Context: an optimization exercise on an open-source flow, tuned for small area. The choices shown serve that exercise and are no tape-out recipe. The RTL of this run was laid out without a check of its function.

==> flow/design.v <==
module processing_element (
    input clk, reset,
    input [15:0] in_a, in_b,
    output reg [15:0] out_a, out_b,
    output reg [31:0] acc
);
  wire [15:0] na, nb;
  pe_inv16 u_ia (.a(in_a), .y(na));
  pe_inv16 u_ib (.a(in_b), .y(nb));
  wire pp_0_0 = ~(na[0] | nb[0]);
  wire pp_0_1 = ~(na[0] | nb[1]);
  wire pp_0_2 = ~(na[0] | nb[2]);
  wire pp_0_3 = ~(na[0] | nb[3]);
  wire pp_0_4 = ~(na[0] | nb[4]);
  wire pp_0_5 = ~(na[0] | nb[5]);
  wire pp_0_6 = ~(na[0] | nb[6]);
  wire pp_0_7 = ~(na[0] | nb[7]);
  wire pp_0_8 = ~(na[0] | nb[8]);
  wire pp_0_9 = ~(na[0] | nb[9]);
  wire pp_0_10 = ~(na[0] | nb[10]);
  wire pp_0_11 = ~(na[0] | nb[11]);
  wire pp_0_12 = ~(na[0] | nb[12]);
  wire pp_0_13 = ~(na[0] | nb[13]);
  wire pp_0_14 = ~(na[0] | nb[14]);
  wire pp_0_15 = ~(na[0] | nb[15]);
  wire pp_1_0 = ~(na[1] | nb[0]);
  wire pp_1_1 = ~(na[1] | nb[1]);
  wire pp_1_2 = ~(na[1] | nb[2]);
  wire pp_1_3 = ~(na[1] | nb[3]);
  wire pp_1_4 = ~(na[1] | nb[4]);
  wire pp_1_5 = ~(na[1] | nb[5]);
  wire pp_1_6 = ~(na[1] | nb[6]);
  wire pp_1_7 = ~(na[1] | nb[7]);
  wire pp_1_8 = ~(na[1] | nb[8]);
  wire pp_1_9 = ~(na[1] | nb[9]);
  wire pp_1_10 = ~(na[1] | nb[10]);
  wire pp_1_11 = ~(na[1] | nb[11]);
  wire pp_1_12 = ~(na[1] | nb[12]);
  wire pp_1_13 = ~(na[1] | nb[13]);
  wire pp_1_14 = ~(na[1] | nb[14]);
  wire pp_1_15 = ~(na[1] | nb[15]);
  wire pp_2_0 = ~(na[2] | nb[0]);
  wire pp_2_1 = ~(na[2] | nb[1]);
  wire pp_2_2 = ~(na[2] | nb[2]);
  wire pp_2_3 = ~(na[2] | nb[3]);
  wire pp_2_4 = ~(na[2] | nb[4]);
  wire pp_2_5 = ~(na[2] | nb[5]);
  wire pp_2_6 = ~(na[2] | nb[6]);
  wire pp_2_7 = ~(na[2] | nb[7]);
  wire pp_2_8 = ~(na[2] | nb[8]);
  wire pp_2_9 = ~(na[2] | nb[9]);
  wire pp_2_10 = ~(na[2] | nb[10]);
  wire pp_2_11 = ~(na[2] | nb[11]);
  wire pp_2_12 = ~(na[2] | nb[12]);
  wire pp_2_13 = ~(na[2] | nb[13]);
  wire pp_2_14 = ~(na[2] | nb[14]);
  wire pp_2_15 = ~(na[2] | nb[15]);
  wire pp_3_0 = ~(na[3] | nb[0]);
  wire pp_3_1 = ~(na[3] | nb[1]);
  wire pp_3_2 = ~(na[3] | nb[2]);
  wire pp_3_3 = ~(na[3] | nb[3]);
  wire pp_3_4 = ~(na[3] | nb[4]);
  wire pp_3_5 = ~(na[3] | nb[5]);
  wire pp_3_6 = ~(na[3] | nb[6]);
  wire pp_3_7 = ~(na[3] | nb[7]);
  wire pp_3_8 = ~(na[3] | nb[8]);
  wire pp_3_9 = ~(na[3] | nb[9]);
  wire pp_3_10 = ~(na[3] | nb[10]);
  wire pp_3_11 = ~(na[3] | nb[11]);
  wire pp_3_12 = ~(na[3] | nb[12]);
  wire pp_3_13 = ~(na[3] | nb[13]);
  wire pp_3_14 = ~(na[3] | nb[14]);
  wire pp_3_15 = ~(na[3] | nb[15]);
  wire pp_4_0 = ~(na[4] | nb[0]);
  wire pp_4_1 = ~(na[4] | nb[1]);
  wire pp_4_2 = ~(na[4] | nb[2]);
  wire pp_4_3 = ~(na[4] | nb[3]);
  wire pp_4_4 = ~(na[4] | nb[4]);
  wire pp_4_5 = ~(na[4] | nb[5]);
  wire pp_4_6 = ~(na[4] | nb[6]);
  wire pp_4_7 = ~(na[4] | nb[7]);
  wire pp_4_8 = ~(na[4] | nb[8]);
  wire pp_4_9 = ~(na[4] | nb[9]);
  wire pp_4_10 = ~(na[4] | nb[10]);
  wire pp_4_11 = ~(na[4] | nb[11]);
  wire pp_4_12 = ~(na[4] | nb[12]);
  wire pp_4_13 = ~(na[4] | nb[13]);
  wire pp_4_14 = ~(na[4] | nb[14]);
  wire pp_4_15 = ~(na[4] | nb[15]);
  wire pp_5_0 = ~(na[5] | nb[0]);
  wire pp_5_1 = ~(na[5] | nb[1]);
  wire pp_5_2 = ~(na[5] | nb[2]);
  wire pp_5_3 = ~(na[5] | nb[3]);
  wire pp_5_4 = ~(na[5] | nb[4]);
  wire pp_5_5 = ~(na[5] | nb[5]);
  wire pp_5_6 = ~(na[5] | nb[6]);
  wire pp_5_7 = ~(na[5] | nb[7]);
  wire pp_5_8 = ~(na[5] | nb[8]);
  wire pp_5_9 = ~(na[5] | nb[9]);
  wire pp_5_10 = ~(na[5] | nb[10]);
  wire pp_5_11 = ~(na[5] | nb[11]);
  wire pp_5_12 = ~(na[5] | nb[12]);
  wire pp_5_13 = ~(na[5] | nb[13]);
  wire pp_5_14 = ~(na[5] | nb[14]);
  wire pp_5_15 = ~(na[5] | nb[15]);
  wire pp_6_0 = ~(na[6] | nb[0]);
  wire pp_6_1 = ~(na[6] | nb[1]);
  wire pp_6_2 = ~(na[6] | nb[2]);
  wire pp_6_3 = ~(na[6] | nb[3]);
  wire pp_6_4 = ~(na[6] | nb[4]);
  wire pp_6_5 = ~(na[6] | nb[5]);
  wire pp_6_6 = ~(na[6] | nb[6]);
  wire pp_6_7 = ~(na[6] | nb[7]);
  wire pp_6_8 = ~(na[6] | nb[8]);
  wire pp_6_9 = ~(na[6] | nb[9]);
  wire pp_6_10 = ~(na[6] | nb[10]);
  wire pp_6_11 = ~(na[6] | nb[11]);
  wire pp_6_12 = ~(na[6] | nb[12]);
  wire pp_6_13 = ~(na[6] | nb[13]);
  wire pp_6_14 = ~(na[6] | nb[14]);
  wire pp_6_15 = ~(na[6] | nb[15]);
  wire pp_7_0 = ~(na[7] | nb[0]);
  wire pp_7_1 = ~(na[7] | nb[1]);
  wire pp_7_2 = ~(na[7] | nb[2]);
  wire pp_7_3 = ~(na[7] | nb[3]);
  wire pp_7_4 = ~(na[7] | nb[4]);
  wire pp_7_5 = ~(na[7] | nb[5]);
  wire pp_7_6 = ~(na[7] | nb[6]);
  wire pp_7_7 = ~(na[7] | nb[7]);
  wire pp_7_8 = ~(na[7] | nb[8]);
  wire pp_7_9 = ~(na[7] | nb[9]);
  wire pp_7_10 = ~(na[7] | nb[10]);
  wire pp_7_11 = ~(na[7] | nb[11]);
  wire pp_7_12 = ~(na[7] | nb[12]);
  wire pp_7_13 = ~(na[7] | nb[13]);
  wire pp_7_14 = ~(na[7] | nb[14]);
  wire pp_7_15 = ~(na[7] | nb[15]);
  wire pp_8_0 = ~(na[8] | nb[0]);
  wire pp_8_1 = ~(na[8] | nb[1]);
  wire pp_8_2 = ~(na[8] | nb[2]);
  wire pp_8_3 = ~(na[8] | nb[3]);
  wire pp_8_4 = ~(na[8] | nb[4]);
  wire pp_8_5 = ~(na[8] | nb[5]);
  wire pp_8_6 = ~(na[8] | nb[6]);
  wire pp_8_7 = ~(na[8] | nb[7]);
  wire pp_8_8 = ~(na[8] | nb[8]);
  wire pp_8_9 = ~(na[8] | nb[9]);
  wire pp_8_10 = ~(na[8] | nb[10]);
  wire pp_8_11 = ~(na[8] | nb[11]);
  wire pp_8_12 = ~(na[8] | nb[12]);
  wire pp_8_13 = ~(na[8] | nb[13]);
  wire pp_8_14 = ~(na[8] | nb[14]);
  wire pp_8_15 = ~(na[8] | nb[15]);
  wire pp_9_0 = ~(na[9] | nb[0]);
  wire pp_9_1 = ~(na[9] | nb[1]);
  wire pp_9_2 = ~(na[9] | nb[2]);
  wire pp_9_3 = ~(na[9] | nb[3]);
  wire pp_9_4 = ~(na[9] | nb[4]);
  wire pp_9_5 = ~(na[9] | nb[5]);
  wire pp_9_6 = ~(na[9] | nb[6]);
  wire pp_9_7 = ~(na[9] | nb[7]);
  wire pp_9_8 = ~(na[9] | nb[8]);
  wire pp_9_9 = ~(na[9] | nb[9]);
  wire pp_9_10 = ~(na[9] | nb[10]);
  wire pp_9_11 = ~(na[9] | nb[11]);
  wire pp_9_12 = ~(na[9] | nb[12]);
  wire pp_9_13 = ~(na[9] | nb[13]);
  wire pp_9_14 = ~(na[9] | nb[14]);
  wire pp_9_15 = ~(na[9] | nb[15]);
  wire pp_10_0 = ~(na[10] | nb[0]);
  wire pp_10_1 = ~(na[10] | nb[1]);
  wire pp_10_2 = ~(na[10] | nb[2]);
  wire pp_10_3 = ~(na[10] | nb[3]);
  wire pp_10_4 = ~(na[10] | nb[4]);
  wire pp_10_5 = ~(na[10] | nb[5]);
  wire pp_10_6 = ~(na[10] | nb[6]);
  wire pp_10_7 = ~(na[10] | nb[7]);
  wire pp_10_8 = ~(na[10] | nb[8]);
  wire pp_10_9 = ~(na[10] | nb[9]);
  wire pp_10_10 = ~(na[10] | nb[10]);
  wire pp_10_11 = ~(na[10] | nb[11]);
  wire pp_10_12 = ~(na[10] | nb[12]);
  wire pp_10_13 = ~(na[10] | nb[13]);
  wire pp_10_14 = ~(na[10] | nb[14]);
  wire pp_10_15 = ~(na[10] | nb[15]);
  wire pp_11_0 = ~(na[11] | nb[0]);
  wire pp_11_1 = ~(na[11] | nb[1]);
  wire pp_11_2 = ~(na[11] | nb[2]);
  wire pp_11_3 = ~(na[11] | nb[3]);
  wire pp_11_4 = ~(na[11] | nb[4]);
  wire pp_11_5 = ~(na[11] | nb[5]);
  wire pp_11_6 = ~(na[11] | nb[6]);
  wire pp_11_7 = ~(na[11] | nb[7]);
  wire pp_11_8 = ~(na[11] | nb[8]);
  wire pp_11_9 = ~(na[11] | nb[9]);
  wire pp_11_10 = ~(na[11] | nb[10]);
  wire pp_11_11 = ~(na[11] | nb[11]);
  wire pp_11_12 = ~(na[11] | nb[12]);
  wire pp_11_13 = ~(na[11] | nb[13]);
  wire pp_11_14 = ~(na[11] | nb[14]);
  wire pp_11_15 = ~(na[11] | nb[15]);
  wire pp_12_0 = ~(na[12] | nb[0]);
  wire pp_12_1 = ~(na[12] | nb[1]);
  wire pp_12_2 = ~(na[12] | nb[2]);
  wire pp_12_3 = ~(na[12] | nb[3]);
  wire pp_12_4 = ~(na[12] | nb[4]);
  wire pp_12_5 = ~(na[12] | nb[5]);
  wire pp_12_6 = ~(na[12] | nb[6]);
  wire pp_12_7 = ~(na[12] | nb[7]);
  wire pp_12_8 = ~(na[12] | nb[8]);
  wire pp_12_9 = ~(na[12] | nb[9]);
  wire pp_12_10 = ~(na[12] | nb[10]);
  wire pp_12_11 = ~(na[12] | nb[11]);
  wire pp_12_12 = ~(na[12] | nb[12]);
  wire pp_12_13 = ~(na[12] | nb[13]);
  wire pp_12_14 = ~(na[12] | nb[14]);
  wire pp_12_15 = ~(na[12] | nb[15]);
  wire pp_13_0 = ~(na[13] | nb[0]);
  wire pp_13_1 = ~(na[13] | nb[1]);
  wire pp_13_2 = ~(na[13] | nb[2]);
  wire pp_13_3 = ~(na[13] | nb[3]);
  wire pp_13_4 = ~(na[13] | nb[4]);
  wire pp_13_5 = ~(na[13] | nb[5]);
  wire pp_13_6 = ~(na[13] | nb[6]);
  wire pp_13_7 = ~(na[13] | nb[7]);
  wire pp_13_8 = ~(na[13] | nb[8]);
  wire pp_13_9 = ~(na[13] | nb[9]);
  wire pp_13_10 = ~(na[13] | nb[10]);
  wire pp_13_11 = ~(na[13] | nb[11]);
  wire pp_13_12 = ~(na[13] | nb[12]);
  wire pp_13_13 = ~(na[13] | nb[13]);
  wire pp_13_14 = ~(na[13] | nb[14]);
  wire pp_13_15 = ~(na[13] | nb[15]);
  wire pp_14_0 = ~(na[14] | nb[0]);
  wire pp_14_1 = ~(na[14] | nb[1]);
  wire pp_14_2 = ~(na[14] | nb[2]);
  wire pp_14_3 = ~(na[14] | nb[3]);
  wire pp_14_4 = ~(na[14] | nb[4]);
  wire pp_14_5 = ~(na[14] | nb[5]);
  wire pp_14_6 = ~(na[14] | nb[6]);
  wire pp_14_7 = ~(na[14] | nb[7]);
  wire pp_14_8 = ~(na[14] | nb[8]);
  wire pp_14_9 = ~(na[14] | nb[9]);
  wire pp_14_10 = ~(na[14] | nb[10]);
  wire pp_14_11 = ~(na[14] | nb[11]);
  wire pp_14_12 = ~(na[14] | nb[12]);
  wire pp_14_13 = ~(na[14] | nb[13]);
  wire pp_14_14 = ~(na[14] | nb[14]);
  wire pp_14_15 = ~(na[14] | nb[15]);
  wire pp_15_0 = ~(na[15] | nb[0]);
  wire pp_15_1 = ~(na[15] | nb[1]);
  wire pp_15_2 = ~(na[15] | nb[2]);
  wire pp_15_3 = ~(na[15] | nb[3]);
  wire pp_15_4 = ~(na[15] | nb[4]);
  wire pp_15_5 = ~(na[15] | nb[5]);
  wire pp_15_6 = ~(na[15] | nb[6]);
  wire pp_15_7 = ~(na[15] | nb[7]);
  wire pp_15_8 = ~(na[15] | nb[8]);
  wire pp_15_9 = ~(na[15] | nb[9]);
  wire pp_15_10 = ~(na[15] | nb[10]);
  wire pp_15_11 = ~(na[15] | nb[11]);
  wire pp_15_12 = ~(na[15] | nb[12]);
  wire pp_15_13 = ~(na[15] | nb[13]);
  wire pp_15_14 = ~(na[15] | nb[14]);
  wire pp_15_15 = ~(na[15] | nb[15]);
  wire s1, c2;
  pe_ha u_s1 (.a(acc[12]), .b(pp_0_12), .s(s1), .co(c2));
  wire s3, c4;
  pe_fa u_s3 (.a(acc[13]), .b(pp_0_13), .c(pp_1_12), .s(s3), .co(c4));
  wire s5, c6;
  pe_ha u_s5 (.a(pp_2_11), .b(pp_3_10), .s(s5), .co(c6));
  wire s7, c8;
  pe_fa u_s7 (.a(acc[14]), .b(pp_0_14), .c(pp_1_13), .s(s7), .co(c8));
  wire s9, c10;
  pe_fa u_s9 (.a(pp_2_12), .b(pp_3_11), .c(pp_4_10), .s(s9), .co(c10));
  wire s11, c12;
  pe_ha u_s11 (.a(pp_5_9), .b(pp_6_8), .s(s11), .co(c12));
  wire s13, c14;
  pe_fa u_s13 (.a(acc[15]), .b(pp_0_15), .c(pp_1_14), .s(s13), .co(c14));
  wire s15, c16;
  pe_fa u_s15 (.a(pp_2_13), .b(pp_3_12), .c(pp_4_11), .s(s15), .co(c16));
  wire s17, c18;
  pe_fa u_s17 (.a(pp_5_10), .b(pp_6_9), .c(pp_7_8), .s(s17), .co(c18));
  wire s19, c20;
  pe_ha u_s19 (.a(pp_8_7), .b(pp_9_6), .s(s19), .co(c20));
  wire s21, c22;
  pe_fa u_s21 (.a(acc[16]), .b(pp_1_15), .c(pp_2_14), .s(s21), .co(c22));
  wire s23, c24;
  pe_fa u_s23 (.a(pp_3_13), .b(pp_4_12), .c(pp_5_11), .s(s23), .co(c24));
  wire s25, c26;
  pe_fa u_s25 (.a(pp_6_10), .b(pp_7_9), .c(pp_8_8), .s(s25), .co(c26));
  wire s27, c28;
  pe_ha u_s27 (.a(pp_9_7), .b(pp_10_6), .s(s27), .co(c28));
  wire s29, c30;
  pe_fa u_s29 (.a(acc[17]), .b(pp_2_15), .c(pp_3_14), .s(s29), .co(c30));
  wire s31, c32;
  pe_fa u_s31 (.a(pp_4_13), .b(pp_5_12), .c(pp_6_11), .s(s31), .co(c32));
  wire s33, c34;
  pe_fa u_s33 (.a(pp_7_10), .b(pp_8_9), .c(pp_9_8), .s(s33), .co(c34));
  wire s35, c36;
  pe_fa u_s35 (.a(acc[18]), .b(pp_3_15), .c(pp_4_14), .s(s35), .co(c36));
  wire s37, c38;
  pe_fa u_s37 (.a(pp_5_13), .b(pp_6_12), .c(pp_7_11), .s(s37), .co(c38));
  wire s39, c40;
  pe_fa u_s39 (.a(acc[19]), .b(pp_4_15), .c(pp_5_14), .s(s39), .co(c40));
  wire s41, c42;
  pe_ha u_s41 (.a(acc[8]), .b(pp_0_8), .s(s41), .co(c42));
  wire s43, c44;
  pe_fa u_s43 (.a(acc[9]), .b(pp_0_9), .c(pp_1_8), .s(s43), .co(c44));
  wire s45, c46;
  pe_ha u_s45 (.a(pp_2_7), .b(pp_3_6), .s(s45), .co(c46));
  wire s47, c48;
  pe_fa u_s47 (.a(acc[10]), .b(pp_0_10), .c(pp_1_9), .s(s47), .co(c48));
  wire s49, c50;
  pe_fa u_s49 (.a(pp_2_8), .b(pp_3_7), .c(pp_4_6), .s(s49), .co(c50));
  wire s51, c52;
  pe_ha u_s51 (.a(pp_5_5), .b(pp_6_4), .s(s51), .co(c52));
  wire s53, c54;
  pe_fa u_s53 (.a(acc[11]), .b(pp_0_11), .c(pp_1_10), .s(s53), .co(c54));
  wire s55, c56;
  pe_fa u_s55 (.a(pp_2_9), .b(pp_3_8), .c(pp_4_7), .s(s55), .co(c56));
  wire s57, c58;
  pe_fa u_s57 (.a(pp_5_6), .b(pp_6_5), .c(pp_7_4), .s(s57), .co(c58));
  wire s59, c60;
  pe_ha u_s59 (.a(pp_8_3), .b(pp_9_2), .s(s59), .co(c60));
  wire s61, c62;
  pe_fa u_s61 (.a(pp_1_11), .b(pp_2_10), .c(pp_3_9), .s(s61), .co(c62));
  wire s63, c64;
  pe_fa u_s63 (.a(pp_4_8), .b(pp_5_7), .c(pp_6_6), .s(s63), .co(c64));
  wire s65, c66;
  pe_fa u_s65 (.a(pp_7_5), .b(pp_8_4), .c(pp_9_3), .s(s65), .co(c66));
  wire s67, c68;
  pe_fa u_s67 (.a(pp_10_2), .b(pp_11_1), .c(pp_12_0), .s(s67), .co(c68));
  wire s69, c70;
  pe_fa u_s69 (.a(pp_4_9), .b(pp_5_8), .c(pp_6_7), .s(s69), .co(c70));
  wire s71, c72;
  pe_fa u_s71 (.a(pp_7_6), .b(pp_8_5), .c(pp_9_4), .s(s71), .co(c72));
  wire s73, c74;
  pe_fa u_s73 (.a(pp_10_3), .b(pp_11_2), .c(pp_12_1), .s(s73), .co(c74));
  wire s75, c76;
  pe_fa u_s75 (.a(pp_13_0), .b(c2), .c(s5), .s(s75), .co(c76));
  wire s77, c78;
  pe_fa u_s77 (.a(pp_7_7), .b(pp_8_6), .c(pp_9_5), .s(s77), .co(c78));
  wire s79, c80;
  pe_fa u_s79 (.a(pp_10_4), .b(pp_11_3), .c(pp_12_2), .s(s79), .co(c80));
  wire s81, c82;
  pe_fa u_s81 (.a(pp_13_1), .b(pp_14_0), .c(c6), .s(s81), .co(c82));
  wire s83, c84;
  pe_fa u_s83 (.a(s11), .b(c4), .c(c70), .s(s83), .co(c84));
  wire s85, c86;
  pe_fa u_s85 (.a(pp_10_5), .b(pp_11_4), .c(pp_12_3), .s(s85), .co(c86));
  wire s87, c88;
  pe_fa u_s87 (.a(pp_13_2), .b(pp_14_1), .c(pp_15_0), .s(s87), .co(c88));
  wire s89, c90;
  pe_fa u_s89 (.a(c12), .b(s19), .c(c8), .s(s89), .co(c90));
  wire s91, c92;
  pe_fa u_s91 (.a(c10), .b(c78), .c(c80), .s(s91), .co(c92));
  wire s93, c94;
  pe_fa u_s93 (.a(pp_11_5), .b(pp_12_4), .c(pp_13_3), .s(s93), .co(c94));
  wire s95, c96;
  pe_fa u_s95 (.a(pp_14_2), .b(pp_15_1), .c(c20), .s(s95), .co(c96));
  wire s97, c98;
  pe_fa u_s97 (.a(s27), .b(c14), .c(c16), .s(s97), .co(c98));
  wire s99, c100;
  pe_fa u_s99 (.a(c18), .b(c86), .c(c88), .s(s99), .co(c100));
  wire s101, c102;
  pe_fa u_s101 (.a(pp_10_7), .b(pp_11_6), .c(pp_12_5), .s(s101), .co(c102));
  wire s103, c104;
  pe_fa u_s103 (.a(pp_13_4), .b(pp_14_3), .c(pp_15_2), .s(s103), .co(c104));
  wire s105, c106;
  pe_fa u_s105 (.a(c28), .b(c22), .c(c24), .s(s105), .co(c106));
  wire s107, c108;
  pe_fa u_s107 (.a(c26), .b(c94), .c(s29), .s(s107), .co(c108));
  wire s109, c110;
  pe_fa u_s109 (.a(pp_8_10), .b(pp_9_9), .c(pp_10_8), .s(s109), .co(c110));
  wire s111, c112;
  pe_fa u_s111 (.a(pp_11_7), .b(pp_12_6), .c(pp_13_5), .s(s111), .co(c112));
  wire s113, c114;
  pe_fa u_s113 (.a(pp_14_4), .b(pp_15_3), .c(c30), .s(s113), .co(c114));
  wire s115, c116;
  pe_fa u_s115 (.a(c32), .b(c34), .c(c102), .s(s115), .co(c116));
  wire s117, c118;
  pe_fa u_s117 (.a(pp_6_13), .b(pp_7_12), .c(pp_8_11), .s(s117), .co(c118));
  wire s119, c120;
  pe_fa u_s119 (.a(pp_9_10), .b(pp_10_9), .c(pp_11_8), .s(s119), .co(c120));
  wire s121, c122;
  pe_fa u_s121 (.a(pp_12_7), .b(pp_13_6), .c(pp_14_5), .s(s121), .co(c122));
  wire s123, c124;
  pe_fa u_s123 (.a(pp_15_4), .b(c36), .c(c38), .s(s123), .co(c124));
  wire s125, c126;
  pe_fa u_s125 (.a(acc[20]), .b(pp_5_15), .c(pp_6_14), .s(s125), .co(c126));
  wire s127, c128;
  pe_fa u_s127 (.a(pp_7_13), .b(pp_8_12), .c(pp_9_11), .s(s127), .co(c128));
  wire s129, c130;
  pe_fa u_s129 (.a(pp_10_10), .b(pp_11_9), .c(pp_12_8), .s(s129), .co(c130));
  wire s131, c132;
  pe_fa u_s131 (.a(pp_13_7), .b(pp_14_6), .c(pp_15_5), .s(s131), .co(c132));
  wire s133, c134;
  pe_fa u_s133 (.a(acc[21]), .b(pp_6_15), .c(pp_7_14), .s(s133), .co(c134));
  wire s135, c136;
  pe_fa u_s135 (.a(pp_8_13), .b(pp_9_12), .c(pp_10_11), .s(s135), .co(c136));
  wire s137, c138;
  pe_fa u_s137 (.a(pp_11_10), .b(pp_12_9), .c(pp_13_8), .s(s137), .co(c138));
  wire s139, c140;
  pe_fa u_s139 (.a(acc[22]), .b(pp_7_15), .c(pp_8_14), .s(s139), .co(c140));
  wire s141, c142;
  pe_fa u_s141 (.a(pp_9_13), .b(pp_10_12), .c(pp_11_11), .s(s141), .co(c142));
  wire s143, c144;
  pe_fa u_s143 (.a(acc[23]), .b(pp_8_15), .c(pp_9_14), .s(s143), .co(c144));
  wire s145, c146;
  pe_ha u_s145 (.a(acc[5]), .b(pp_0_5), .s(s145), .co(c146));
  wire s147, c148;
  pe_fa u_s147 (.a(acc[6]), .b(pp_0_6), .c(pp_1_5), .s(s147), .co(c148));
  wire s149, c150;
  pe_ha u_s149 (.a(pp_2_4), .b(pp_3_3), .s(s149), .co(c150));
  wire s151, c152;
  pe_fa u_s151 (.a(acc[7]), .b(pp_0_7), .c(pp_1_6), .s(s151), .co(c152));
  wire s153, c154;
  pe_fa u_s153 (.a(pp_2_5), .b(pp_3_4), .c(pp_4_3), .s(s153), .co(c154));
  wire s155, c156;
  pe_ha u_s155 (.a(pp_5_2), .b(pp_6_1), .s(s155), .co(c156));
  wire s157, c158;
  pe_fa u_s157 (.a(pp_1_7), .b(pp_2_6), .c(pp_3_5), .s(s157), .co(c158));
  wire s159, c160;
  pe_fa u_s159 (.a(pp_4_4), .b(pp_5_3), .c(pp_6_2), .s(s159), .co(c160));
  wire s161, c162;
  pe_fa u_s161 (.a(pp_7_1), .b(pp_8_0), .c(c156), .s(s161), .co(c162));
  wire s163, c164;
  pe_fa u_s163 (.a(pp_4_5), .b(pp_5_4), .c(pp_6_3), .s(s163), .co(c164));
  wire s165, c166;
  pe_fa u_s165 (.a(pp_7_2), .b(pp_8_1), .c(pp_9_0), .s(s165), .co(c166));
  wire s167, c168;
  pe_fa u_s167 (.a(c42), .b(s45), .c(c158), .s(s167), .co(c168));
  wire s169, c170;
  pe_fa u_s169 (.a(pp_7_3), .b(pp_8_2), .c(pp_9_1), .s(s169), .co(c170));
  wire s171, c172;
  pe_fa u_s171 (.a(pp_10_0), .b(c46), .c(s51), .s(s171), .co(c172));
  wire s173, c174;
  pe_fa u_s173 (.a(c44), .b(c164), .c(c166), .s(s173), .co(c174));
  wire s175, c176;
  pe_fa u_s175 (.a(pp_10_1), .b(pp_11_0), .c(c52), .s(s175), .co(c176));
  wire s177, c178;
  pe_fa u_s177 (.a(s59), .b(c48), .c(c50), .s(s177), .co(c178));
  wire s179, c180;
  pe_fa u_s179 (.a(c170), .b(s53), .c(s55), .s(s179), .co(c180));
  wire s181, c182;
  pe_fa u_s181 (.a(c60), .b(s1), .c(c54), .s(s181), .co(c182));
  wire s183, c184;
  pe_fa u_s183 (.a(c56), .b(c58), .c(s61), .s(s183), .co(c184));
  wire s185, c186;
  pe_fa u_s185 (.a(s63), .b(s65), .c(s67), .s(s185), .co(c186));
  wire s187, c188;
  pe_fa u_s187 (.a(c62), .b(c64), .c(c66), .s(s187), .co(c188));
  wire s189, c190;
  pe_fa u_s189 (.a(c68), .b(s3), .c(s69), .s(s189), .co(c190));
  wire s191, c192;
  pe_fa u_s191 (.a(s71), .b(s73), .c(s75), .s(s191), .co(c192));
  wire s193, c194;
  pe_fa u_s193 (.a(c72), .b(c74), .c(s7), .s(s193), .co(c194));
  wire s195, c196;
  pe_fa u_s195 (.a(s9), .b(s77), .c(s79), .s(s195), .co(c196));
  wire s197, c198;
  pe_fa u_s197 (.a(s81), .b(c76), .c(c188), .s(s197), .co(c198));
  wire s199, c200;
  pe_fa u_s199 (.a(s13), .b(s15), .c(s17), .s(s199), .co(c200));
  wire s201, c202;
  pe_fa u_s201 (.a(s85), .b(s87), .c(c82), .s(s201), .co(c202));
  wire s203, c204;
  pe_fa u_s203 (.a(c84), .b(c194), .c(c196), .s(s203), .co(c204));
  wire s205, c206;
  pe_fa u_s205 (.a(s21), .b(s23), .c(s25), .s(s205), .co(c206));
  wire s207, c208;
  pe_fa u_s207 (.a(s93), .b(s95), .c(c90), .s(s207), .co(c208));
  wire s209, c210;
  pe_fa u_s209 (.a(c92), .b(c200), .c(s97), .s(s209), .co(c210));
  wire s211, c212;
  pe_fa u_s211 (.a(s31), .b(s33), .c(s101), .s(s211), .co(c212));
  wire s213, c214;
  pe_fa u_s213 (.a(s103), .b(c96), .c(c98), .s(s213), .co(c214));
  wire s215, c216;
  pe_fa u_s215 (.a(c100), .b(c206), .c(s105), .s(s215), .co(c216));
  wire s217, c218;
  pe_fa u_s217 (.a(c104), .b(s35), .c(s37), .s(s217), .co(c218));
  wire s219, c220;
  pe_fa u_s219 (.a(s109), .b(s111), .c(c106), .s(s219), .co(c220));
  wire s221, c222;
  pe_fa u_s221 (.a(c108), .b(c212), .c(s113), .s(s221), .co(c222));
  wire s223, c224;
  pe_fa u_s223 (.a(c110), .b(c112), .c(s39), .s(s223), .co(c224));
  wire s225, c226;
  pe_fa u_s225 (.a(s117), .b(s119), .c(s121), .s(s225), .co(c226));
  wire s227, c228;
  pe_fa u_s227 (.a(c114), .b(c116), .c(c218), .s(s227), .co(c228));
  wire s229, c230;
  pe_fa u_s229 (.a(c40), .b(c118), .c(c120), .s(s229), .co(c230));
  wire s231, c232;
  pe_fa u_s231 (.a(c122), .b(s125), .c(s127), .s(s231), .co(c232));
  wire s233, c234;
  pe_fa u_s233 (.a(s129), .b(s131), .c(c124), .s(s233), .co(c234));
  wire s235, c236;
  pe_fa u_s235 (.a(pp_14_7), .b(pp_15_6), .c(c126), .s(s235), .co(c236));
  wire s237, c238;
  pe_fa u_s237 (.a(c128), .b(c130), .c(c132), .s(s237), .co(c238));
  wire s239, c240;
  pe_fa u_s239 (.a(s133), .b(s135), .c(s137), .s(s239), .co(c240));
  wire s241, c242;
  pe_fa u_s241 (.a(pp_12_10), .b(pp_13_9), .c(pp_14_8), .s(s241), .co(c242));
  wire s243, c244;
  pe_fa u_s243 (.a(pp_15_7), .b(c134), .c(c136), .s(s243), .co(c244));
  wire s245, c246;
  pe_fa u_s245 (.a(c138), .b(s139), .c(s141), .s(s245), .co(c246));
  wire s247, c248;
  pe_fa u_s247 (.a(pp_10_13), .b(pp_11_12), .c(pp_12_11), .s(s247), .co(c248));
  wire s249, c250;
  pe_fa u_s249 (.a(pp_13_10), .b(pp_14_9), .c(pp_15_8), .s(s249), .co(c250));
  wire s251, c252;
  pe_fa u_s251 (.a(c140), .b(c142), .c(c242), .s(s251), .co(c252));
  wire s253, c254;
  pe_fa u_s253 (.a(acc[24]), .b(pp_9_15), .c(pp_10_14), .s(s253), .co(c254));
  wire s255, c256;
  pe_fa u_s255 (.a(pp_11_13), .b(pp_12_12), .c(pp_13_11), .s(s255), .co(c256));
  wire s257, c258;
  pe_fa u_s257 (.a(pp_14_10), .b(pp_15_9), .c(c144), .s(s257), .co(c258));
  wire s259, c260;
  pe_fa u_s259 (.a(acc[25]), .b(pp_10_15), .c(pp_11_14), .s(s259), .co(c260));
  wire s261, c262;
  pe_fa u_s261 (.a(pp_12_13), .b(pp_13_12), .c(pp_14_11), .s(s261), .co(c262));
  wire s263, c264;
  pe_fa u_s263 (.a(acc[26]), .b(pp_11_15), .c(pp_12_14), .s(s263), .co(c264));
  wire s265, c266;
  pe_ha u_s265 (.a(acc[3]), .b(pp_0_3), .s(s265), .co(c266));
  wire s267, c268;
  pe_fa u_s267 (.a(acc[4]), .b(pp_0_4), .c(pp_1_3), .s(s267), .co(c268));
  wire s269, c270;
  pe_ha u_s269 (.a(pp_2_2), .b(pp_3_1), .s(s269), .co(c270));
  wire s271, c272;
  pe_fa u_s271 (.a(pp_1_4), .b(pp_2_3), .c(pp_3_2), .s(s271), .co(c272));
  wire s273, c274;
  pe_fa u_s273 (.a(pp_4_1), .b(pp_5_0), .c(c270), .s(s273), .co(c274));
  wire s275, c276;
  pe_fa u_s275 (.a(pp_4_2), .b(pp_5_1), .c(pp_6_0), .s(s275), .co(c276));
  wire s277, c278;
  pe_fa u_s277 (.a(c146), .b(s149), .c(c272), .s(s277), .co(c278));
  wire s279, c280;
  pe_fa u_s279 (.a(pp_7_0), .b(c150), .c(s155), .s(s279), .co(c280));
  wire s281, c282;
  pe_fa u_s281 (.a(c148), .b(c276), .c(s151), .s(s281), .co(c282));
  wire s283, c284;
  pe_fa u_s283 (.a(s41), .b(c152), .c(c154), .s(s283), .co(c284));
  wire s285, c286;
  pe_fa u_s285 (.a(s157), .b(s159), .c(s161), .s(s285), .co(c286));
  wire s287, c288;
  pe_fa u_s287 (.a(c160), .b(s43), .c(s163), .s(s287), .co(c288));
  wire s289, c290;
  pe_fa u_s289 (.a(s165), .b(c162), .c(c284), .s(s289), .co(c290));
  wire s291, c292;
  pe_fa u_s291 (.a(s47), .b(s49), .c(s169), .s(s291), .co(c292));
  wire s293, c294;
  pe_fa u_s293 (.a(s171), .b(c168), .c(c288), .s(s293), .co(c294));
  wire s295, c296;
  pe_fa u_s295 (.a(s57), .b(s175), .c(c172), .s(s295), .co(c296));
  wire s297, c298;
  pe_fa u_s297 (.a(c174), .b(c292), .c(s177), .s(s297), .co(c298));
  wire s299, c300;
  pe_fa u_s299 (.a(c176), .b(c178), .c(c180), .s(s299), .co(c300));
  wire s301, c302;
  pe_fa u_s301 (.a(s181), .b(s183), .c(s185), .s(s301), .co(c302));
  wire s303, c304;
  pe_fa u_s303 (.a(c182), .b(c184), .c(c186), .s(s303), .co(c304));
  wire s305, c306;
  pe_fa u_s305 (.a(s187), .b(s189), .c(s191), .s(s305), .co(c306));
  wire s307, c308;
  pe_fa u_s307 (.a(c190), .b(s83), .c(s193), .s(s307), .co(c308));
  wire s309, c310;
  pe_fa u_s309 (.a(s195), .b(c192), .c(s197), .s(s309), .co(c310));
  wire s311, c312;
  pe_fa u_s311 (.a(s89), .b(s91), .c(s199), .s(s311), .co(c312));
  wire s313, c314;
  pe_fa u_s313 (.a(s201), .b(c198), .c(c308), .s(s313), .co(c314));
  wire s315, c316;
  pe_fa u_s315 (.a(s99), .b(s205), .c(c202), .s(s315), .co(c316));
  wire s317, c318;
  pe_fa u_s317 (.a(c204), .b(s207), .c(c312), .s(s317), .co(c318));
  wire s319, c320;
  pe_fa u_s319 (.a(s107), .b(s211), .c(c208), .s(s319), .co(c320));
  wire s321, c322;
  pe_fa u_s321 (.a(s213), .b(c210), .c(s215), .s(s321), .co(c322));
  wire s323, c324;
  pe_fa u_s323 (.a(s115), .b(s217), .c(c214), .s(s323), .co(c324));
  wire s325, c326;
  pe_fa u_s325 (.a(s219), .b(c216), .c(s221), .s(s325), .co(c326));
  wire s327, c328;
  pe_fa u_s327 (.a(s123), .b(s223), .c(s225), .s(s327), .co(c328));
  wire s329, c330;
  pe_fa u_s329 (.a(c220), .b(c222), .c(s227), .s(s329), .co(c330));
  wire s331, c332;
  pe_fa u_s331 (.a(c224), .b(c226), .c(s229), .s(s331), .co(c332));
  wire s333, c334;
  pe_fa u_s333 (.a(s231), .b(c228), .c(s233), .s(s333), .co(c334));
  wire s335, c336;
  pe_fa u_s335 (.a(c230), .b(c232), .c(s235), .s(s335), .co(c336));
  wire s337, c338;
  pe_fa u_s337 (.a(s237), .b(s239), .c(c234), .s(s337), .co(c338));
  wire s339, c340;
  pe_fa u_s339 (.a(s241), .b(c236), .c(c238), .s(s339), .co(c340));
  wire s341, c342;
  pe_fa u_s341 (.a(c240), .b(s243), .c(s245), .s(s341), .co(c342));
  wire s343, c344;
  pe_fa u_s343 (.a(s143), .b(s247), .c(s249), .s(s343), .co(c344));
  wire s345, c346;
  pe_fa u_s345 (.a(c244), .b(c246), .c(s251), .s(s345), .co(c346));
  wire s347, c348;
  pe_fa u_s347 (.a(c248), .b(c250), .c(s253), .s(s347), .co(c348));
  wire s349, c350;
  pe_fa u_s349 (.a(s255), .b(c252), .c(c344), .s(s349), .co(c350));
  wire s351, c352;
  pe_fa u_s351 (.a(pp_15_10), .b(c254), .c(c256), .s(s351), .co(c352));
  wire s353, c354;
  pe_fa u_s353 (.a(s259), .b(s261), .c(c258), .s(s353), .co(c354));
  wire s355, c356;
  pe_fa u_s355 (.a(pp_13_13), .b(pp_14_12), .c(pp_15_11), .s(s355), .co(c356));
  wire s357, c358;
  pe_fa u_s357 (.a(c260), .b(c262), .c(s263), .s(s357), .co(c358));
  wire s359, c360;
  pe_fa u_s359 (.a(acc[27]), .b(pp_12_15), .c(pp_13_14), .s(s359), .co(c360));
  wire s361, c362;
  pe_fa u_s361 (.a(pp_14_13), .b(pp_15_12), .c(c264), .s(s361), .co(c362));
  wire s363, c364;
  pe_fa u_s363 (.a(acc[28]), .b(pp_13_15), .c(pp_14_14), .s(s363), .co(c364));
  wire s365, c366;
  pe_ha u_s365 (.a(acc[2]), .b(pp_0_2), .s(s365), .co(c366));
  wire s367, c368;
  pe_fa u_s367 (.a(pp_1_2), .b(pp_2_1), .c(pp_3_0), .s(s367), .co(c368));
  wire s369, c370;
  pe_fa u_s369 (.a(pp_4_0), .b(c266), .c(s269), .s(s369), .co(c370));
  wire s371, c372;
  pe_fa u_s371 (.a(s145), .b(c268), .c(s271), .s(s371), .co(c372));
  wire s373, c374;
  pe_fa u_s373 (.a(s147), .b(s275), .c(c274), .s(s373), .co(c374));
  wire s375, c376;
  pe_fa u_s375 (.a(s153), .b(s279), .c(c278), .s(s375), .co(c376));
  wire s377, c378;
  pe_fa u_s377 (.a(c280), .b(c282), .c(s283), .s(s377), .co(c378));
  wire s379, c380;
  pe_fa u_s379 (.a(s167), .b(s287), .c(c286), .s(s379), .co(c380));
  wire s381, c382;
  pe_fa u_s381 (.a(s173), .b(s291), .c(c290), .s(s381), .co(c382));
  wire s383, c384;
  pe_fa u_s383 (.a(s179), .b(s295), .c(c294), .s(s383), .co(c384));
  wire s385, c386;
  pe_fa u_s385 (.a(c296), .b(c298), .c(s299), .s(s385), .co(c386));
  wire s387, c388;
  pe_fa u_s387 (.a(c300), .b(c302), .c(s303), .s(s387), .co(c388));
  wire s389, c390;
  pe_fa u_s389 (.a(c304), .b(s307), .c(c306), .s(s389), .co(c390));
  wire s391, c392;
  pe_fa u_s391 (.a(s203), .b(s311), .c(c310), .s(s391), .co(c392));
  wire s393, c394;
  pe_fa u_s393 (.a(s209), .b(s315), .c(c314), .s(s393), .co(c394));
  wire s395, c396;
  pe_fa u_s395 (.a(c316), .b(s319), .c(c318), .s(s395), .co(c396));
  wire s397, c398;
  pe_fa u_s397 (.a(c320), .b(s323), .c(c322), .s(s397), .co(c398));
  wire s399, c400;
  pe_fa u_s399 (.a(s327), .b(c324), .c(c326), .s(s399), .co(c400));
  wire s401, c402;
  pe_fa u_s401 (.a(c328), .b(s331), .c(c330), .s(s401), .co(c402));
  wire s403, c404;
  pe_fa u_s403 (.a(c332), .b(s335), .c(c334), .s(s403), .co(c404));
  wire s405, c406;
  pe_fa u_s405 (.a(s339), .b(c336), .c(s341), .s(s405), .co(c406));
  wire s407, c408;
  pe_fa u_s407 (.a(s343), .b(c340), .c(c342), .s(s407), .co(c408));
  wire s409, c410;
  pe_fa u_s409 (.a(s257), .b(s347), .c(c346), .s(s409), .co(c410));
  wire s411, c412;
  pe_fa u_s411 (.a(c348), .b(s351), .c(c350), .s(s411), .co(c412));
  wire s413, c414;
  pe_fa u_s413 (.a(s355), .b(c352), .c(s357), .s(s413), .co(c414));
  wire s415, c416;
  pe_fa u_s415 (.a(c356), .b(s359), .c(c358), .s(s415), .co(c416));
  wire s417, c418;
  pe_fa u_s417 (.a(pp_15_13), .b(c360), .c(s363), .s(s417), .co(c418));
  wire s419, c420;
  pe_fa u_s419 (.a(acc[29]), .b(pp_14_15), .c(pp_15_14), .s(s419), .co(c420));
  wire s421, c422;
  pe_ha u_s421 (.a(acc[1]), .b(pp_0_1), .s(s421), .co(c422));
  wire s423, c424;
  pe_fa u_s423 (.a(pp_1_1), .b(pp_2_0), .c(c422), .s(s423), .co(c424));
  wire s425, c426;
  pe_fa u_s425 (.a(c366), .b(s265), .c(s367), .s(s425), .co(c426));
  wire s427, c428;
  pe_fa u_s427 (.a(c368), .b(s267), .c(s369), .s(s427), .co(c428));
  wire s429, c430;
  pe_fa u_s429 (.a(s273), .b(c370), .c(s371), .s(s429), .co(c430));
  wire s431, c432;
  pe_fa u_s431 (.a(c372), .b(s277), .c(s373), .s(s431), .co(c432));
  wire s433, c434;
  pe_fa u_s433 (.a(s281), .b(c374), .c(s375), .s(s433), .co(c434));
  wire s435, c436;
  pe_fa u_s435 (.a(s285), .b(c376), .c(s377), .s(s435), .co(c436));
  wire s437, c438;
  pe_fa u_s437 (.a(s289), .b(c378), .c(s379), .s(s437), .co(c438));
  wire s439, c440;
  pe_fa u_s439 (.a(s293), .b(c380), .c(s381), .s(s439), .co(c440));
  wire s441, c442;
  pe_fa u_s441 (.a(s297), .b(c382), .c(s383), .s(s441), .co(c442));
  wire s443, c444;
  pe_fa u_s443 (.a(s301), .b(c384), .c(s385), .s(s443), .co(c444));
  wire s445, c446;
  pe_fa u_s445 (.a(s305), .b(c386), .c(s387), .s(s445), .co(c446));
  wire s447, c448;
  pe_fa u_s447 (.a(s309), .b(c388), .c(s389), .s(s447), .co(c448));
  wire s449, c450;
  pe_fa u_s449 (.a(s313), .b(c390), .c(s391), .s(s449), .co(c450));
  wire s451, c452;
  pe_fa u_s451 (.a(s317), .b(c392), .c(s393), .s(s451), .co(c452));
  wire s453, c454;
  pe_fa u_s453 (.a(s321), .b(c394), .c(s395), .s(s453), .co(c454));
  wire s455, c456;
  pe_fa u_s455 (.a(s325), .b(c396), .c(s397), .s(s455), .co(c456));
  wire s457, c458;
  pe_fa u_s457 (.a(s329), .b(c398), .c(s399), .s(s457), .co(c458));
  wire s459, c460;
  pe_fa u_s459 (.a(s333), .b(c400), .c(s401), .s(s459), .co(c460));
  wire s461, c462;
  pe_fa u_s461 (.a(s337), .b(s403), .c(c402), .s(s461), .co(c462));
  wire s463, c464;
  pe_fa u_s463 (.a(c338), .b(s405), .c(c404), .s(s463), .co(c464));
  wire s465, c466;
  pe_fa u_s465 (.a(s345), .b(c406), .c(s407), .s(s465), .co(c466));
  wire s467, c468;
  pe_fa u_s467 (.a(s349), .b(c408), .c(s409), .s(s467), .co(c468));
  wire s469, c470;
  pe_fa u_s469 (.a(s353), .b(c410), .c(s411), .s(s469), .co(c470));
  wire s471, c472;
  pe_fa u_s471 (.a(c354), .b(s413), .c(c412), .s(s471), .co(c472));
  wire s473, c474;
  pe_fa u_s473 (.a(s361), .b(c414), .c(s415), .s(s473), .co(c474));
  wire s475, c476;
  pe_fa u_s475 (.a(c362), .b(s417), .c(c416), .s(s475), .co(c476));
  wire s477, c478;
  pe_fa u_s477 (.a(c364), .b(s419), .c(c418), .s(s477), .co(c478));
  wire s479, c480;
  pe_fa u_s479 (.a(acc[30]), .b(pp_15_15), .c(c420), .s(s479), .co(c480));
  wire s481;
  assign s481 = acc[31] ^ c480;
  wire s482, c483;
  pe_ha u_s482 (.a(pp_0_0), .b(acc[0]), .s(s482), .co(c483));
  wire s484, c485;
  pe_fa u_s484 (.a(pp_1_0), .b(s421), .c(c483), .s(s484), .co(c485));
  wire s486, c487;
  pe_fa u_s486 (.a(s365), .b(s423), .c(c485), .s(s486), .co(c487));
  wire s488, c489;
  pe_fa u_s488 (.a(c424), .b(s425), .c(c487), .s(s488), .co(c489));
  wire s490, c491;
  pe_fa u_s490 (.a(c426), .b(s427), .c(c489), .s(s490), .co(c491));
  wire s492, c493;
  pe_fa u_s492 (.a(c428), .b(s429), .c(c491), .s(s492), .co(c493));
  wire s494, c495;
  pe_fa u_s494 (.a(c430), .b(s431), .c(c493), .s(s494), .co(c495));
  wire s496, c497;
  pe_fa u_s496 (.a(c432), .b(s433), .c(c495), .s(s496), .co(c497));
  wire s498, c499;
  pe_fa u_s498 (.a(c434), .b(s435), .c(c497), .s(s498), .co(c499));
  wire s500, c501;
  pe_fa u_s500 (.a(c436), .b(s437), .c(c499), .s(s500), .co(c501));
  wire s502, c503;
  pe_fa u_s502 (.a(c438), .b(s439), .c(c501), .s(s502), .co(c503));
  wire s504, c505;
  pe_fa u_s504 (.a(c440), .b(s441), .c(c503), .s(s504), .co(c505));
  wire s506, c507;
  pe_fa u_s506 (.a(c442), .b(s443), .c(c505), .s(s506), .co(c507));
  wire g508 = c507;
  wire p509 = 1'b0;
  wire g510 = c444 & s445;
  wire p511 = c444 ^ s445;
  wire g512 = c446 & s447;
  wire p513 = c446 ^ s447;
  wire g514 = c448 & s449;
  wire p515 = c448 ^ s449;
  wire g516 = c450 & s451;
  wire p517 = c450 ^ s451;
  wire g518 = c452 & s453;
  wire p519 = c452 ^ s453;
  wire g520 = c454 & s455;
  wire p521 = c454 ^ s455;
  wire g522 = c456 & s457;
  wire p523 = c456 ^ s457;
  wire g524 = c458 & s459;
  wire p525 = c458 ^ s459;
  wire g526 = c460 & s461;
  wire p527 = c460 ^ s461;
  wire g528 = c462 & s463;
  wire p529 = c462 ^ s463;
  wire g530 = c464 & s465;
  wire p531 = c464 ^ s465;
  wire g532 = c466 & s467;
  wire p533 = c466 ^ s467;
  wire g534 = c468 & s469;
  wire p535 = c468 ^ s469;
  wire g536 = c470 & s471;
  wire p537 = c470 ^ s471;
  wire g538 = c472 & s473;
  wire p539 = c472 ^ s473;
  wire g540 = c474 & s475;
  wire p541 = c474 ^ s475;
  wire g542 = c476 & s477;
  wire p543 = c476 ^ s477;
  wire g544 = c478 & s479;
  wire p545 = c478 ^ s479;
  wire G546 = g510 | (p511 & g508);
  wire G547 = g514 | (p515 & g512);
  wire P548 = p515 & p513;
  wire G549 = g518 | (p519 & g516);
  wire P550 = p519 & p517;
  wire G551 = g522 | (p523 & g520);
  wire P552 = p523 & p521;
  wire G553 = g526 | (p527 & g524);
  wire P554 = p527 & p525;
  wire G555 = g530 | (p531 & g528);
  wire P556 = p531 & p529;
  wire G557 = g534 | (p535 & g532);
  wire P558 = p535 & p533;
  wire G559 = g538 | (p539 & g536);
  wire P560 = p539 & p537;
  wire G561 = g542 | (p543 & g540);
  wire P562 = p543 & p541;
  wire G563 = G547 | (P548 & G546);
  wire G564 = G551 | (P552 & G549);
  wire P565 = P552 & P550;
  wire G566 = G555 | (P556 & G553);
  wire P567 = P556 & P554;
  wire G568 = G559 | (P560 & G557);
  wire P569 = P560 & P558;
  wire G570 = G564 | (P565 & G563);
  wire G571 = G568 | (P569 & G566);
  wire P572 = P569 & P567;
  wire G573 = G571 | (P572 & G570);
  wire G574 = G566 | (P567 & G570);
  wire G575 = G549 | (P550 & G563);
  wire G576 = G553 | (P554 & G570);
  wire G577 = G557 | (P558 & G574);
  wire G578 = G561 | (P562 & G573);
  wire G579 = g512 | (p513 & G546);
  wire G580 = g516 | (p517 & G563);
  wire G581 = g520 | (p521 & G575);
  wire G582 = g524 | (p525 & G570);
  wire G583 = g528 | (p529 & G576);
  wire G584 = g532 | (p533 & G574);
  wire G585 = g536 | (p537 & G577);
  wire G586 = g540 | (p541 & G573);
  wire G587 = g544 | (p545 & G578);
  wire o588 = p511 ^ g508;
  wire o589 = p513 ^ G546;
  wire o590 = p515 ^ G579;
  wire o591 = p517 ^ G563;
  wire o592 = p519 ^ G580;
  wire o593 = p521 ^ G575;
  wire o594 = p523 ^ G581;
  wire o595 = p525 ^ G570;
  wire o596 = p527 ^ G582;
  wire o597 = p529 ^ G576;
  wire o598 = p531 ^ G583;
  wire o599 = p533 ^ G574;
  wire o600 = p535 ^ G584;
  wire o601 = p537 ^ G577;
  wire o602 = p539 ^ G585;
  wire o603 = p541 ^ G573;
  wire o604 = p543 ^ G586;
  wire o605 = p545 ^ G578;
  wire o606 = s481 ^ G587;
  wire [31:0] nxt;
  assign nxt[0] = s482;
  assign nxt[1] = s484;
  assign nxt[2] = s486;
  assign nxt[3] = s488;
  assign nxt[4] = s490;
  assign nxt[5] = s492;
  assign nxt[6] = s494;
  assign nxt[7] = s496;
  assign nxt[8] = s498;
  assign nxt[9] = s500;
  assign nxt[10] = s502;
  assign nxt[11] = s504;
  assign nxt[12] = s506;
  assign nxt[13] = o588;
  assign nxt[14] = o589;
  assign nxt[15] = o590;
  assign nxt[16] = o591;
  assign nxt[17] = o592;
  assign nxt[18] = o593;
  assign nxt[19] = o594;
  assign nxt[20] = o595;
  assign nxt[21] = o596;
  assign nxt[22] = o597;
  assign nxt[23] = o598;
  assign nxt[24] = o599;
  assign nxt[25] = o600;
  assign nxt[26] = o601;
  assign nxt[27] = o602;
  assign nxt[28] = o603;
  assign nxt[29] = o604;
  assign nxt[30] = o605;
  assign nxt[31] = o606;
  always @(posedge clk or posedge reset) begin
    if (reset) begin
      acc <= 32'b0; out_a <= 16'b0; out_b <= 16'b0;
    end else begin
      acc <= nxt;
      out_a <= in_a; out_b <= in_b;
    end
  end
endmodule
module pe_fa (input a, b, c, output s, co);
  assign s = a ^ b ^ c;
  assign co = (a & b) | (a & c) | (b & c);
endmodule
module pe_ha (input a, b, output s, co);
  assign s = a ^ b;
  assign co = a & b;
endmodule
module pe_inv16 (input [15:0] a, output [15:0] y);
  assign y = ~a;
endmodule
==> flow/flow/run.sh <==
#!/bin/bash
# Standard ORFS layout, with smaller port buffers, synthesis buffers removed
# at floorplan, and a clock tree of small buffers without dummy loads.
set -euo pipefail
export BUFFER_PORTS_ARGS="-buffer_cell sky130_fd_sc_hd__buf_1"
export REMOVE_ABC_BUFFERS=1
export CTS_ARGS="-sink_clustering_enable -repair_clock_nets -dont_use_dummy_load -buf_list sky130_fd_sc_hd__clkbuf_8"
bash standard.sh > flow_make.log 2>&1
==> flow/standard.sh <==
#!/bin/bash
# synth_recipe.tcl (not shown) runs the flow's synth.tcl, then flattens the netlist and writes it again
# the make line also repeats each setting of config.mk as NAME=value (left out here)
make -C /OpenROAD-flow-scripts/flow DESIGN_CONFIG=/design/flow/config.mk WORK_HOME=/design/flow/orfs CLKGATE_MAP_FILE= SYNTH_SCRIPT=/design/flow/synth_recipe.tcl "${@:-finish}"
==> flow/config.mk <==
export PLATFORM = sky130hd
export DESIGN_NAME = processing_element
export DESIGN_NICKNAME = processing_element
export VERILOG_FILES = /design/flow/design.v
export SDC_FILE = /design/flow/constraint.sdc
export NUM_CORES = 4
export LEC_CHECK = 0
export CAP_MARGIN = 0
export CORE_MARGIN = 2
export CORE_UTILIZATION = 40
export GPL_TIMING_DRIVEN = 0
export SLEW_MARGIN = 0
export SYNTH_HIERARCHICAL = 1
==> flow/constraint.sdc <==
create_clock -name core_clock -period 8.0 [get_ports {clk}]
set_input_delay 1.6000 -clock core_clock [delete_from_list [all_inputs] [get_ports {clk}]]
set_output_delay 1.6000 -clock core_clock [all_outputs]
set_load 0.01 [all_outputs]
==> out/metrics.cfg <==
[die]
die_w_um=150.6
floorplan.io_pins=98
core_sq_mm=0.02102
number_of_placement_rows=53
die_h_um=150.6
initial_core_util_pct=40.88
die_ar_sq_mm=0.02267

[placed_design]
place_worst_setup_slack_ns=-1.487
detailed_place_hpwl_um=16320
globalplace.congestion=0.8164
dp.cells=1061
io_buffer_count=97

[logic_synthesis]
synth_warnings=7
synth_top_area_share_pct=57.31
synth_top_cell_by_area=sky130_fd_sc_hd__fa_1
synthDistinctLibCells=20
synth_sequential_area_ratio_pct=18.64
syn_area_sq_mm=0.008593
postSynthRegisterBits=64
syn_area_per_cell_sq_um=11.41
post_synth_inst_count=753
synth_area_leaders=sky130_fd_sc_hd__fa_1 (57%), sky130_fd_sc_hd__dfrtp_1 (19%), sky130_fd_sc_hd__nor2_1 (11%)

[timing]
setup_slack_ns=0.09255
hold_violations=0
clock_skew_ns=0.01525
timing_worst_slew_pin_value_ns=0.8367
period_minus_slack_ns=7.907
slew_headroom_pct=44.16
setup_total_negative_slack_ns=0
fmaxAchievable_mhz=126.5
finalCritPeriodShare_pct=98.84
rsz0062_at_grt=yes
number_of_max_slew_violations_in_the_final_report=0
timing.final.setup_violations=0

[global_routing]
first_pass_grt_wire_length_um=36210
grt_antenna_before_repair=0
grt_usage_pct=21.74
first_global_vias=6469
grt.overflow.total=0
maximum_number_of_pins_on_one_net_before_global_route_repair=65

[clock_network]
tritoncts_clock_tree=yes
ctsHtreeMaxLevel=3
ctsRootBufferMaster=sky130_fd_sc_hd__clkbuf_8
clkTransAtPathRegs_ns=0.07
clock_tree.buffer_depth=2
clk-insertion-delay-late_ns=0.37
count_of_hold_buffers_inserted_by_post_cts_repair=0
clock_sinks=64
tritoncts.num_buffers=9

[final_layout]
final_cell_count_no_fill=1095
layout.nets=1135
drive_above_1_share_pct=10.85
antenna_cells_inserted=0
post-route-util_pct=45.81
area_growth_pct=12.07

[setup_path]
cpPeakStageDelay_ns=0.54
crit_path_start_kind=input pin
worst_ep_arrival_time_ns=8.21
setup.worst_path.end_class=flip-flop
worstPathRequired_ns=8.30
timing.critical_path.fanout_max=4
crit_type=input pin to flip-flop
critical_path.top_delay_family=adder cells
crit_chain=buf_8 -> clkinvlp_4 -> buf_6 -> nor2_4 -> ha_4 -> fa_1 -> fa_1 -> fa_2 -> fa_2 -> fa_2 -> fa_2 -> fa_2 -> fa_2 -> fa_2 -> fa_2 -> fa_2 -> fa_2 -> a211oi_4 -> o211ai_4 -> a31oi_2 -> a32oi_1 -> fa_2
cp_num_buf_inv=3
cpMostUsedCell=sky130_fd_sc_hd__fa_2
crit_slowest_cell=sky130_fd_sc_hd__fa_2

[route]
detail_route.first_pass.iterations=5
routed_via_density=5.245
antenna_violating_nets_post_route=0
route.detailed.wl_per_inst_um=20.53
drcViolationCount=0
drt_first_iter_violations=329
final_routed_wirelength_across_all_metal_layers_um=22480
detailroute.via_count=5743

[flow_run]
drv_cap=0

[outcome]
run_status=timing/DRC/antenna clean

[min_path]
hp-class=flip-flop to flip-flop

## logic make-up (layout without fill, tap and decap cells)
family,count (synthesis),in the layout,synth area share (%)
fa+ha+maj,279,279,62.11
flops,64,64,18.64
buf+inv,110,177,4.805
compound gates,21,21,1.573
simple gates,269,269,11.85
xor+xnor,10,10,1.019
## per-module statistics from Yosys (local to each module, per instance)
module / flops+latches / area, sq um / times used / cells
processing_element: 64 / 3536 / 1 / 468
pe_inv16: 0 / 60.06 / 2 / 16
pe_fa: 0 / 20.02 / 236 / 1
pe_ha: 0 / 12.51 / 17 / 1
## cell usage in the layout, fill, tap and decap left out, drive strengths merged
cell      synthesis  routed
dfrtp            64      64
nand3             1       1
ha               33      33
clkinvlp          0      11
xnor2             5       5
fa              246     246
inv              46      35
buf               0     122
a21oi             9       9
xor2              5       5
nand2             7       7
a32oi             1       1
clkbuf           64       9
a211oi            1       1
o21ai             6       6
a31oi             1       1
a21o              1       1
and2              1       1
o211ai            2       2
nand4             2       2
nor2            258     258
## state kept, by name (all words and copies together), names as in the netlist
| register | flops |
|---|---|
| out_a | 16 |
| acc | 32 |
| out_b | 16 |
## area by class of cell
cell class	count	area [sq um]
clock buffers	9	123.9
fillers	1994	11390
inverters	46	216.5
multi-input cells	579	6729
flip-flops and latches	64	1602
well taps	275	344.1
repair buffers	122	615.6
## through the flow
stage | instance area [sq um] | hold slack (ns)
6_report | 9630 | 0.5113
5_1_grt | 9630 | 0.5278
4_1_cts | 9522 | 0.5065
3_5_place_dp | 9064 | 0.4876
3_3_place_gp | 9061 | 0.4791
2_1_floorplan | 8353 | 0.5323
## final timing paths
| check | from | to | slack [ns] | depth (start not counted) |
|---|---|---|---|---|
| max | in_b[1] | acc[30] | 0.09 | 22 |
| min | acc[0] | acc[0] | 0.51 | 1 |
| max reg2reg | acc[1] | acc[30] | 1.22 | 19 |
| min in group asynchronous | reset | acc[2] | 1.40 | 2 |
| min reg2reg | acc[0] | acc[0] | 0.51 | 1 |
| max in group asynchronous | reset | acc[25] | 6.04 | 2 |
## cell usage after synthesis
library cell	n
sky130_fd_sc_hd__nor2_1	258
sky130_fd_sc_hd__fa_1	246
sky130_fd_sc_hd__clkbuf_1	64
sky130_fd_sc_hd__dfrtp_1	64
sky130_fd_sc_hd__inv_1	46
sky130_fd_sc_hd__ha_1	33
sky130_fd_sc_hd__a21oi_1	9
sky130_fd_sc_hd__nand2_1	7
sky130_fd_sc_hd__xnor2_1	5
sky130_fd_sc_hd__xor2_1	5
sky130_fd_sc_hd__o21ai_0	4
sky130_fd_sc_hd__nand4_1	2
sky130_fd_sc_hd__o211ai_2	2
sky130_fd_sc_hd__o21ai_1	2
sky130_fd_sc_hd__a211oi_2	1
sky130_fd_sc_hd__a21o_1	1
sky130_fd_sc_hd__a31oi_1	1
sky130_fd_sc_hd__a32oi_1	1
sky130_fd_sc_hd__and2_1	1
sky130_fd_sc_hd__nand3_1	1
## per-layer routing
metal | global-route usage, % | up-vias | wire [um] | share of wire [%]
met5 | 0 | - | 0 | 0
met4 | 7.664 | 0 | 570 | 2.5
li1 | - | 2357 | - | -
met1 | 29.90 | 3110 | 9325 | 41
met2 | 34.68 | 234 | 11020 | 49
met3 | 4.333 | 42 | 1570 | 7.0
## what timing repair did
action                                 in CTS  in global routing
pin swaps                                  15                  9
setup endpoints to repair                  18                 11
endpoints found under the hold margin       0                  0
buffers inserted                           23                  2
resized for setup                          52                 21

==> re-timing with driven ports <==
The results above use ideal ports. As a check the final layout listed here was re-extracted and re-timed, cells and wires unchanged. Step 1 assumes that a clkbuf_16 drives the clock port and a buf_2 every other input. Step 2 also shifts input and output timing later by t, the mid clock arrival at the registers, as if the neighbouring blocks saw the same clock. Three values: no drivers, after step 1, after step 2; two values: the first two.
t (ns): 0.405
setup WS [ns]: 0.093 / 0.082 / -0.323
worst hold slack (ns): 0.511 / 0.511 / 0.511
With both steps, setup timing fails in this run, where it was met with ideal ports. The setup slack of this run moves by -0.011 ns with the drivers and by -0.416 ns with both steps.
